Context: an optimization exercise on an open-source flow, tuned for small area, a short achievable clock period and few clock cycles. The choices shown serve that exercise and are no tape-out recipe. The RTL was checked by simulation tests, not by an equivalence proof against the original design.

==> flow/design.v (outline; a module is shown in full before it is edited, if it fits) <==
// module multiply: 12 lines
// module PE: 36 lines
// module array: 156 lines
// module IB: 50 lines
// module systolic_array: 70 lines
// module max_pooling: 241 lines
// module controller: 1044 lines
// module top: 344 lines
// module cnn_accel: 24 lines
module cnn_accel (
    input         clk,
    input         rst_n,       
    input         cnn_start,   
    output        cnn_finish,  
    output        mem_we,
    output [19:0] mem_addr,
    output [15:0] mem_wdata,
    input  [15:0] mem_rdata
);
  // ...
==> flow/run.sh <==
#!/bin/bash
# synth_recipe.tcl (not shown) runs the flow's synth.tcl, then flattens the netlist and writes it again
# the make line also repeats each setting of config.mk as NAME=value (left out here)
make -C /OpenROAD-flow-scripts/flow DESIGN_CONFIG=/design/flow/config.mk WORK_HOME=/design/flow/orfs CLKGATE_MAP_FILE= SYNTH_SCRIPT=/design/flow/synth_recipe.tcl finish
==> flow/config.mk <==
export PLATFORM = sky130hd
export DESIGN_NAME = cnn_accel
export DESIGN_NICKNAME = cnn_accel
export VERILOG_FILES = /design/flow/design.v
export SDC_FILE = /design/flow/constraint.sdc
export NUM_CORES = 4
export LEC_CHECK = 0
export CAP_MARGIN = 20
export CORE_MARGIN = 2
export CORE_UTILIZATION = 40
export SLEW_MARGIN = 20
==> flow/constraint.sdc <==
create_clock -name core_clock -period 20.0 [get_ports {clk}]
set_input_delay 4.0000 -clock core_clock [delete_from_list [all_inputs] [get_ports {clk}]]
set_output_delay 4.0000 -clock core_clock [all_outputs]
set_load 0.01 [all_outputs]
==> out/metrics.yaml, run 1 <==
placement:
  place_congestion: 0.974
  hpwl_um: 1000000
  place_inst: 56525
run_status:
  outcome: "complete, no violations"
detailed_routing:
  routed.top_layer: "met5"
  met3_length_um: 80100
  antenna_left: 0
  drtIter0Drc: 22772
layout:
  stdcell_count: 57099
  inverters: 9638
  seq-cell-share_pct: 12.3
  design_area_um2: 422000
  antennaDiodeCount: 87
floorplan:
  io_pins: 57
  rows: 365
  tapCellCount: 13212
critical_path:
  startpoint_type: "flop"
  arrival_ps: 17980
  required_ps: 20880
  cp_slowest_cell: "dfrtp_1"
timing:
  final_max_slew_viol_count: 0
  hold_viol_final: 0
  fmax_mhz: 58.5
yosys:
  synth_area_leaders: "fa_1 32%, ha_1 17%, dfrtp_1 11%, inv_1 9.1%, nand2_1 5.2%"
  yosys.area_share.simple_pct: 13.4
  post_synth_mux_area_share_pct: 0.593
  yosys.cell_count.top_type: "inv_1"
  netlist.area_leader.share_pct: 31.9
run:
  cap_violations: 0
global_route:
  grt_overflow_total: 0
  antenna_found_initial: 84
  gr-usage-met3_pct: 3.61
Testbench counts, summed over its fixed seeds: cycles 10,458,423.
==> module cnn_accel, before the edit <==
module cnn_accel (
    input         clk,
    input         rst_n,       
    input         cnn_start,   
    output        cnn_finish,  
    output        mem_we,
    output [19:0] mem_addr,
    output [15:0] mem_wdata,
    input  [15:0] mem_rdata
);
top u_top (
    .clk(clk),
    .rst(rst_n),
    .wea_w(mem_we),
    .memaddr_w(mem_addr),
    .mem_out(mem_rdata),
    .mem_in(mem_wdata),
    .checkbram(1'b0),
    .memaddr_check(20'd0),
    .mp_checkram(1'b0),
    .cnn_start(cnn_start),
    .cnn_finish(cnn_finish)
);
endmodule
==> run 2: changes to the inputs <==
==> flow/design.v (replaced) <==
module cnn_accel (
    input         clk,
    input         rst_n,       
    input         cnn_start,   
    output        cnn_finish,  
    output        mem_we,
    output [19:0] mem_addr,
    output [15:0] mem_wdata,
    input  [15:0] mem_rdata
);
localparam P = 8;            
localparam S_IDLE  = 3'd0;
localparam S_INIT  = 3'd1;   
localparam S_X     = 3'd2;   
localparam S_W     = 3'd3;   
localparam S_DRAIN = 3'd4;   
localparam S_WR    = 3'd5;   
localparam S_PR    = 3'd6;   
localparam S_PD    = 3'd7;   
localparam K_NONE = 2'd0;
localparam K_X    = 2'd1;
localparam K_W    = 2'd2;
localparam K_P    = 2'd3;
reg [2:0]  st;
reg        fin_q;
reg        we_q;
reg [19:0] addr_q;
reg [15:0] wdata_q;
assign cnn_finish = fin_q;
assign mem_we     = we_q;
assign mem_addr   = addr_q;
assign mem_wdata  = wdata_q;
reg [2:0]  layer;       
reg [19:0] c_in, c_w, c_out;
reg [10:0] c_n;         
reg [1:0]  c_kmax;      
reg [4:0]  c_ohmax;     
reg [5:0]  c_gmax;      
reg [2:0]  c_orem;      
reg        c_skip;      
reg        c_relu;
reg [19:0] c_xrow;      
reg [19:0] c_xch;       
reg [19:0] c_ohsq;      
reg [19:0] c_wgrp;      
reg [19:0] c_wagrp;     
reg [19:0] c_wapos;     
reg [19:0] c_xgrp, c_xpos, c_xrowend;  
reg [19:0] c_pin, c_pout;
reg [19:0] c_pdown;     
reg [19:0] c_pup;       
reg [3:0]  c_pomax;     
reg [11:0] c_pwin;      
always @(*) begin
    case (layer)
    3'd0: begin
        c_wgrp = 20'd189; c_wagrp = 20'd7200; c_wapos = 20'd1041377; c_xgrp = 20'd1045504; c_xpos = 20'd1045505; c_xrowend = 20'd1045507;
        c_in = 20'd2;      c_w = 20'd3074;   c_out = 20'd3506;   c_n = 11'd27;
        c_kmax = 2'd2; c_ohmax = 5'd29; c_gmax = 6'd1;  c_orem = 3'd0; c_skip = 1'b0; c_relu = 1'b1;
        c_xrow = 20'd30;  c_xch = 20'd958; c_ohsq = 20'd900;
    end
    3'd1: begin
        c_wgrp = 20'd1792; c_wagrp = 20'd1152; c_wapos = 20'd1045121; c_xgrp = 20'd1044976; c_xpos = 20'd1044977; c_xrowend = 20'd1044980;
        c_in = 20'd17906;  c_w = 20'd21506;  c_out = 20'd29698;  c_n = 11'd256;
        c_kmax = 2'd3; c_ohmax = 5'd11; c_gmax = 6'd3;  c_orem = 3'd0; c_skip = 1'b1; c_relu = 1'b1;
        c_xrow = 20'd12;  c_xch = 20'd177; c_ohsq = 20'd144;
    end
    3'd2: begin
        c_wgrp = 20'd2016; c_wagrp = 20'd128; c_wapos = 20'd1047681; c_xgrp = 20'd1047424; c_xpos = 20'd1047425; c_xrowend = 20'd1047427;
        c_in = 20'd34306;  c_w = 20'd35458;  c_out = 20'd53890;  c_n = 11'd288;
        c_kmax = 2'd2; c_ohmax = 5'd3;  c_gmax = 6'd7;  c_orem = 3'd0; c_skip = 1'b1; c_relu = 1'b1;
        c_xrow = 20'd4;   c_xch = 20'd22;  c_ohsq = 20'd16;
    end
    3'd3: begin
        c_wgrp = 20'd7168; c_wagrp = 20'd8; c_wapos = 20'd1048081; c_xgrp = 20'd1047552; c_xpos = 20'd1047553; c_xrowend = 20'd1047556;
        c_in = 20'd53890;  c_w = 20'd54914;  c_out = 20'd566914; c_n = 11'd1024;
        c_kmax = 2'd3; c_ohmax = 5'd0;  c_gmax = 6'd62; c_orem = 3'd4; c_skip = 1'b1; c_relu = 1'b1;
        c_xrow = 20'd1;   c_xch = 20'd1;   c_ohsq = 20'd1;
    end
    default: begin
        c_wgrp = 20'd3500; c_wagrp = 20'd8; c_wapos = 20'd1048569; c_xgrp = 20'd1048076; c_xpos = 20'd1048077; c_xrowend = 20'd1048077;
        c_in = 20'd566914; c_w = 20'd567414; c_out = 20'd572414; c_n = 11'd500;
        c_kmax = 2'd0; c_ohmax = 5'd0;  c_gmax = 6'd1;  c_orem = 3'd2; c_skip = 1'b1; c_relu = 1'b0;
        c_xrow = 20'd1;   c_xch = 20'd1;   c_ohsq = 20'd1;
    end
    endcase
    if (layer == 3'd0) begin
        c_pin = 20'd3506;  c_pout = 20'd17906; c_pdown = 20'd29; c_pup = 20'd1048547; c_pomax = 4'd14; c_pwin = 12'd3600;
    end else begin
        c_pin = 20'd29698; c_pout = 20'd34306; c_pdown = 20'd11; c_pup = 20'd1048565; c_pomax = 4'd5;  c_pwin = 12'd1152;
    end
end
reg [19:0] xa;          
reg [19:0] wt;          
reg [19:0] wa;          
reg [11:0] tr;          
reg [1:0]  kc, kr;      
reg [3:0]  k;           
reg [5:0]  og;          
reg [4:0]  oc, orow;    
reg        ft;          
reg        pv;          
reg [1:0]  i_kind;      
reg        i_f;         
wire last_term  = (tr == 12'd1);
wire skip_term  = c_skip && (tr == 12'd4);
wire last_group = (og == c_gmax);
wire last_oc    = (oc == c_ohmax);
wire last_pos   = last_oc && (orow == c_ohmax);
wire last_k     = (k == P - 1);
wire p_rowend   = (oc[3:0] == c_pomax);
wire [19:0] addr_add = addr_q + ((st == S_W) ? {9'd0, c_n} : c_ohsq);
reg  [19:0] xa_inc;
always @(*) begin
    if (st == S_X)
        xa_inc = (kc != c_kmax) ? 20'd1 : (kr != c_kmax) ? c_xrow : c_xch;
    else if (st == S_WR)
        xa_inc = (!last_group) ? c_xgrp : last_oc ? c_xrowend : c_xpos;
    else if (k == 4'd1)
        xa_inc = c_pdown;
    else if (k == 4'd4)
        xa_inc = p_rowend ? 20'd1 : c_pup;
    else
        xa_inc = 20'd1;
end
wire [19:0] xa_add = xa + xa_inc;
wire [19:0] wt_add = wt + ((st == S_W) ? 20'd1 : c_wgrp);
wire [19:0] wa_add = wa + ((st != S_WR) ? 20'd1 :
                           (!last_group) ? c_wagrp : c_wapos);
always @(posedge clk or negedge rst_n) begin
    if (!rst_n) begin
        st    <= S_IDLE;
        fin_q <= 1'b0;
        we_q  <= 1'b0;
    end else begin
        fin_q <= 1'b0;
        we_q  <= 1'b0;
        case (st)
        S_IDLE:  if (cnn_start) st <= S_INIT;
        S_INIT:  st <= S_X;
        S_X:     st <= S_W;
        S_W:     if (last_k) st <= last_term ? S_DRAIN : S_X;
        S_DRAIN: if (k == 4'd5) st <= S_WR;
        S_WR: begin
            we_q <= !(last_group && c_orem != 3'd0 && k >= c_orem);
            if (last_k) begin
                if (!last_group || !last_pos) st <= S_X;
                else if (layer <= 3'd1)       st <= S_PR;
                else if (layer == 3'd4) begin fin_q <= 1'b1; st <= S_IDLE; end
                else                          st <= S_INIT;
            end
        end
        S_PR: begin
            if (k == 4'd3) we_q <= pv;
            if (k == 4'd4 && last_term) st <= S_PD;
        end
        S_PD: begin
            if (k == 4'd3) begin
                we_q <= 1'b1;
                st   <= S_INIT;
            end
        end
        endcase
    end
end
always @(posedge clk) begin
    i_kind <= K_NONE;
    i_f    <= 1'b0;
    addr_q <= addr_add;
    case (st)
    S_IDLE: begin
        layer <= 3'd0;
    end
    S_INIT: begin
        xa <= c_in; wt <= c_w; wa <= c_out; tr <= {1'b0, c_n};
        kc <= 2'd0; kr <= 2'd0; og <= 6'd0; oc <= 5'd0; orow <= 5'd0; ft <= 1'b1;
    end
    S_X: begin
        addr_q <= xa;
        i_kind <= K_X;
        xa <= xa_add;
        kc <= (kc == c_kmax) ? 2'd0 : kc + 2'd1;
        if (kc == c_kmax) kr <= (kr == c_kmax) ? 2'd0 : kr + 2'd1;
        k  <= 4'd0;
    end
    S_W: begin
        if (k == 4'd0) begin
            addr_q <= wt;
            wt <= wt_add;
        end
        i_kind <= skip_term ? K_NONE : K_W;
        i_f <= ft;
        k <= k + 4'd1;
        if (last_k) begin
            ft <= 1'b0;
            tr <= tr - 12'd1;
            k  <= 4'd0;
        end
    end
    S_DRAIN: begin
        k <= (k == 4'd5) ? 4'd0 : k + 4'd1;
    end
    S_WR: begin
        if (k == 4'd0) addr_q <= wa;
        k <= k + 4'd1;
        if (last_k) begin
            k  <= 4'd0;
            tr <= {1'b0, c_n};
            ft <= 1'b1;
            kc <= 2'd0; kr <= 2'd0;
            xa <= xa_add;
            wa <= wa_add;
            if (!last_group) begin
                og <= og + 6'd1;
                wt <= wt_add;
            end else if (!last_pos) begin
                og <= 6'd0;
                wt <= c_w;
                oc <= last_oc ? 5'd0 : oc + 5'd1;
                if (last_oc) orow <= orow + 5'd1;
            end else if (layer <= 3'd1) begin
                xa <= c_pin; wa <= c_pout; tr <= c_pwin; oc <= 5'd0; pv <= 1'b0;
            end else begin
                layer <= layer + 3'd1;
            end
        end
    end
    S_PR: begin
        addr_q <= xa;
        if (k != 4'd3) begin
            i_kind <= K_P;
            xa <= xa_add;
        end else begin
            addr_q <= wa;
            if (pv) wa <= wa_add;
            pv <= 1'b1;
        end
        i_f <= (k == 4'd0);
        k <= k + 4'd1;
        if (k == 4'd4) begin
            k  <= 4'd0;
            oc <= p_rowend ? 5'd0 : oc + 5'd1;
            tr <= tr - 12'd1;
        end
    end
    S_PD: begin
        addr_q <= wa;
        k <= k + 4'd1;
        if (k == 4'd3) begin
            k     <= 4'd0;
            layer <= layer + 3'd1;
        end
    end
    endcase
end
reg [1:0] d1_kind, d2_kind, d3_kind;
reg       d1_f, d2_f, d3_f;
always @(posedge clk) begin
    d1_kind <= i_kind;  d1_f <= i_f;
    d2_kind <= d1_kind; d2_f <= d1_f;
    d3_kind <= d2_kind; d3_f <= d2_f;
end
reg [15:0] rd_q;        
reg [15:0] xr;          
reg [19:0] ph;          
reg [23:0] pl;          
reg        e_v, e_f;    
reg [15:0] ring [0:P];
wire signed [15:0] xs  = xr;
wire signed [7:0]  wsh = rd_q[15:8];
wire signed [8:0]  wsl = {1'b0, rd_q[7:0]};
wire signed [23:0] ph_full = xs * wsh;
wire signed [24:0] pl_full = xs * wsl;
wire [27:0] psum = {ph, 8'd0} + {{4{pl[23]}}, pl};
wire [15:0] prod = e_v ? psum[27:12] : 16'd0;
integer j;
always @(posedge clk) begin
    rd_q <= mem_rdata;
    if (d3_kind == K_X) xr <= rd_q;
    ph  <= ph_full[19:0];
    pl  <= pl_full[23:0];
    e_v <= (d3_kind == K_W);
    e_f <= d3_f;
    ring[0] <= (e_f ? 16'd0 : ring[P]) + prod;
    for (j = 1; j <= P; j = j + 1) ring[j] <= ring[j-1];
    if (d3_kind == K_P) begin
        if (d3_f || rd_q > wdata_q) wdata_q <= rd_q;
    end else if (st == S_WR) begin
        wdata_q <= (c_relu && ring[P][15]) ? 16'd0 : ring[P];
    end
end
endmodule
==> run 2 against run 1 <==
- critical path depth down 45
- synthesized area down 94%
- utilization grew 2.3 points
==> out/metrics.yaml, run 2 <==
critical_path:
  path_max_fanout: 19  # was 48
  crit-reg2reg-launch: "layer[1]"  # was u_top.cnn_state[1]
  r2r-end: "xa[14]"  # was u_top.u1.memaddr[19]
  arrival_ps: 6090  # was 17980 ps
  required_ps: 20320  # was 20880 ps
  r2r_setup_slack_ps: 14230  # was 2900 ps
  end_kind: "flop"  # unchanged
  r2r_cells: 18  # was 63
  startpoint_type: "flop"  # unchanged
  crit_type: "reg -> reg"  # unchanged
layout:
  finalNetCount: 3114  # was 55374
  largest_reg_flops: 144
  final_common_cell: "inv_1"  # unchanged
  final_core_util_pct: 45.0  # was 42.7%
  largest-register: "ring"
  final_cell_mix: "304 x inv_1, 230 x dfxtp_1, 210 x ha_1"  # was 9608 x inv_1, 6320 x fa_1, 5487 x nand2_1
  drive_gt1_share_pct: 4.46  # was 3.70%
  antennaDiodeCount: 0  # was 87
  syn_to_final_growth_pct: 11.4  # was 6.49%
floorplan:
  coreArea_um2: 63100  # was 987000 um2
  die_h_um: 257  # was 999 um
  die_x_um: 257  # was 999 um
  rows: 92  # was 365
  die-area_um2: 65800  # was 998000 um2
  io_pins: 57  # unchanged
  initial_utilization_pct: 40.4  # was 40.1%
timing:
  final_max_slew_viol_count: 0  # unchanged
  fmax_mhz: 173  # was 58.5 MHz
  rsz0062_at_grt: "no"  # unchanged
  final.period_utilization_pct: 28.9  # was 85.5%
  fin_setup_tns_ps: 0  # unchanged
  timing.final.crit_period_ps: 5770  # was 17100 ps
  hold_viol_final: 0  # unchanged
  setup_viol: 0  # unchanged
  relSlewSlack_pct: 27.0  # was 12.9%
  worstMarginPinSlew_ps: 1100  # was 1300 ps
  fin_skew_ps: 27.5  # was 136 ps
global_route:
  grt_overflow_total: 0  # unchanged
  grtUsageTotal_pct: 20.7  # was 24.8%
  antenna_found_initial: 0  # was 84
  grt_max_degree: 41  # was 182
  grt_pass1_vias: 19463  # was 317773
  grt_pass1_wl_um: 109000  # was 1910000 um
yosys:
  avgSynthCellArea_um2: 9.55  # was 8.93 um2
  async_flop_share_pct: 1.36  # was 83.3%
  yosys.cell_count.top_type: "inv_1"  # unchanged
  netlist.area_leader.share_pct: 18.1  # was 31.9%
  syn_inst: 2672  # was 44348
  synth_warnings: 2  # was 11
  synth-seq-area-share_pct: 34.2  # was 13.1%
  synth_cell_types: 86  # was 111
  synth-main-ff-cell: "dfxtp_1"  # was dfrtp_1
  synth_edf_count: 133  # was 240
  synth_area_leaders: "dfxtp_1 18%, edfxtp_1 16%, fa_1 15%, ha_1 10%, inv_1 4.5%"  # was fa_1 32%, ha_1 17%, dfrtp_1 11%, inv_1 9.1%, nand2_1 5.2%
  yosysTopAreaCell: "dfxtp_1"  # was fa_1
  synth.cell_area_um2: 25500  # was 396000 um2
  synth_common_cells: "304 x inv_1, 230 x dfxtp_1, 210 x ha_1"  # was 9612 x inv_1, 6320 x fa_1, 5492 x nand2_1
  synth-seq-cells: 368  # was 2040
clock_tree:
  clkSlewWorstSetupHoldPaths_ps: 60  # was 90 ps
  numCtsBuffers: 43  # was 281
  root_buffer: "clkbuf_16"  # unchanged
  cts.hold.buffers_added: 0  # unchanged
  htree_levels: 2  # was 5
  cts-resized-gates: 0  # unchanged
  clock_latency_ps: 590  # was 1040 ps
  clk_path_buf_depth: 3  # was 5
  clock_sinks: 368  # was 2040
  cts_tree: "built"  # unchanged
  cts_setup_buffers: 0  # unchanged
detailed_routing:
  first_pass_iters: 7  # was 14
  drtIter0Drc: 1485  # was 22772
  num_vias: 19247  # was 298244
  wl_per_cell_um: 18.9  # was 21.5 um
  drt-total-wl_um: 67700  # was 1230000 um
  viasPerCell: 5.38  # was 5.22
  antenna_left: 0  # unchanged
  drc_errors: 0  # unchanged
hold_path:
  min_path_type: "reg -> reg"  # unchanged
  worstHoldPathCells: 0  # unchanged
  holdPathEnd: "ring[1][1]"  # was u_top.u1.s0.a0.ws_reg[51]
  hold_path.startpoint: "ring[0][1]"  # was u_top.u1.s0.genbr[3].ibw_gi.out[3]
placement:
  place_congestion: 0.963  # was 0.974
  hpwl_um: 51200  # was 1000000 um
  port_buffers: 56  # unchanged
run:
  cap_violations: 0  # unchanged
run_status:
  outcome: "complete, no violations"  # unchanged
==> run 2: cell types whose count changed after synthesis, sizes merged, moves of 947 or more <==
cell,before,now
o21ai,1564,151
ha,5433,210
xnor2,1818,113
a21oi,1064,117
fa,6320,187
clkbuf,1616,75
and2,1356,167
nand2,5493,207
dfrtp,1699,5
inv,9621,304
nor2,2574,190
==> run 2: cells by family (layout without fill, tap and decap cells) <==
group                    after synthesis  after routing  share of synthesized area (%)
XOR/XNOR                             153            153                           5.25
flip-flops                           368            368                           34.2
buffers and inverters                400            461                           5.97
adder cells (fa/ha/maj)              397            397                           25.0
AO/OA/AOI/OAI                        513            513                           13.0
AND/OR/NAND/NOR                      837            837                           16.4
multiplexers                           4              4                          0.167
==> run 2: worst max-delay path by stage <==
stage                          start      endpoint  slack, ps  cells after the start
after floorplan              rd_q[1]        pl[23]      15030                     17
after global placement      layer[1]    addr_q[19]      14600                     13
after detailed placement    layer[1]        xa[16]      14400                     18
after CTS                 addr_q[11]  mem_addr[11]      14280                      1
after global routing        layer[1]        xa[18]      13760                     18
final                       layer[1]        xa[14]      14230                     18
==> run 2: final cells by class <==
type                    instances  area, um2
clock buffers                  60       1290
clock inverters                20        201
fillers                      6058      34700
inverters                     306       1150
multi-input cells            1904      15300
flip-flops and latches        368       8720
well taps                     846       1060
repair buffers                 75        703
==> run 2: metal layers <==
layer,up-vias,global-route usage (%),share of wire [%]
li1,9102,-,-
met1,9431,27.2,44
met2,565,34.0,47
met3,149,2.54,4.9
met4,0,9.09,4.2
met5,-,0,0
==> run 2: critical path, stage by stage, from the launching register on <==
cell and delay, ps:
edfxtp_1 670, inv_1 250, ha_1 650, nor2b_1 590, and4b_1 270, o21ai_0 140
nand3_1 220, a21oi_1 90, o21ai_0 330, o32ai_1 160, ha_1 350, nor2b_1 160
o21ai_0 210, a21oi_1 120, o21ai_0 460, a211oi_1 220, or3_1 380, a21oi_1 140
o21ai_0 100
==> run 2: per-stage QoR <==
step	hold slack (ps)	instance area, um2	worst slack [ps]	cells
6_report	312	28400	14230	3579
3_5_place_dp	312	26900	14400	3499
3_3_place_gp	310	26900	14600	3499
4_1_cts	323	28400	14280	3579
2_1_floorplan	310	25500	15030	2672
5_1_grt	325	28400	13760	3579
Testbench counts of run 2, summed over its fixed seeds: cycles 8,236,887.

-- static timing again, ports no longer ideal --
In the flow no input, the clock included, has a driving cell. The finished layouts below were timed again as built, in two steps.
Step 1 (the two cells are an assumption about what drives the block):
set clk [get_ports {clk}]
set_driving_cell -lib_cell sky130_fd_sc_hd__clkbuf_16 $clk
set_driving_cell -lib_cell sky130_fd_sc_hd__buf_2 [delete_from_list [all_inputs] $clk]
Step 2 times the ports against the registers' clock, not the clock port: input delays grow and output delays shrink by t, the midpoint of the rising clock arrivals with the driver on.
Slacks: no drivers / after step 1 / after step 2; pairs: no drivers / after step 1.
| run | t, ns | slack for setup (ns) | cell pins on the clock port's net |
|---|---|---|---|
| run 1 | 1.101 | 2.905 / 2.905 / 2.905 | 1 |
| run 2 | 0.639 | 14.227 / 14.227 / 14.227 | 1 |
After both steps setup and hold are still met in every run listed.
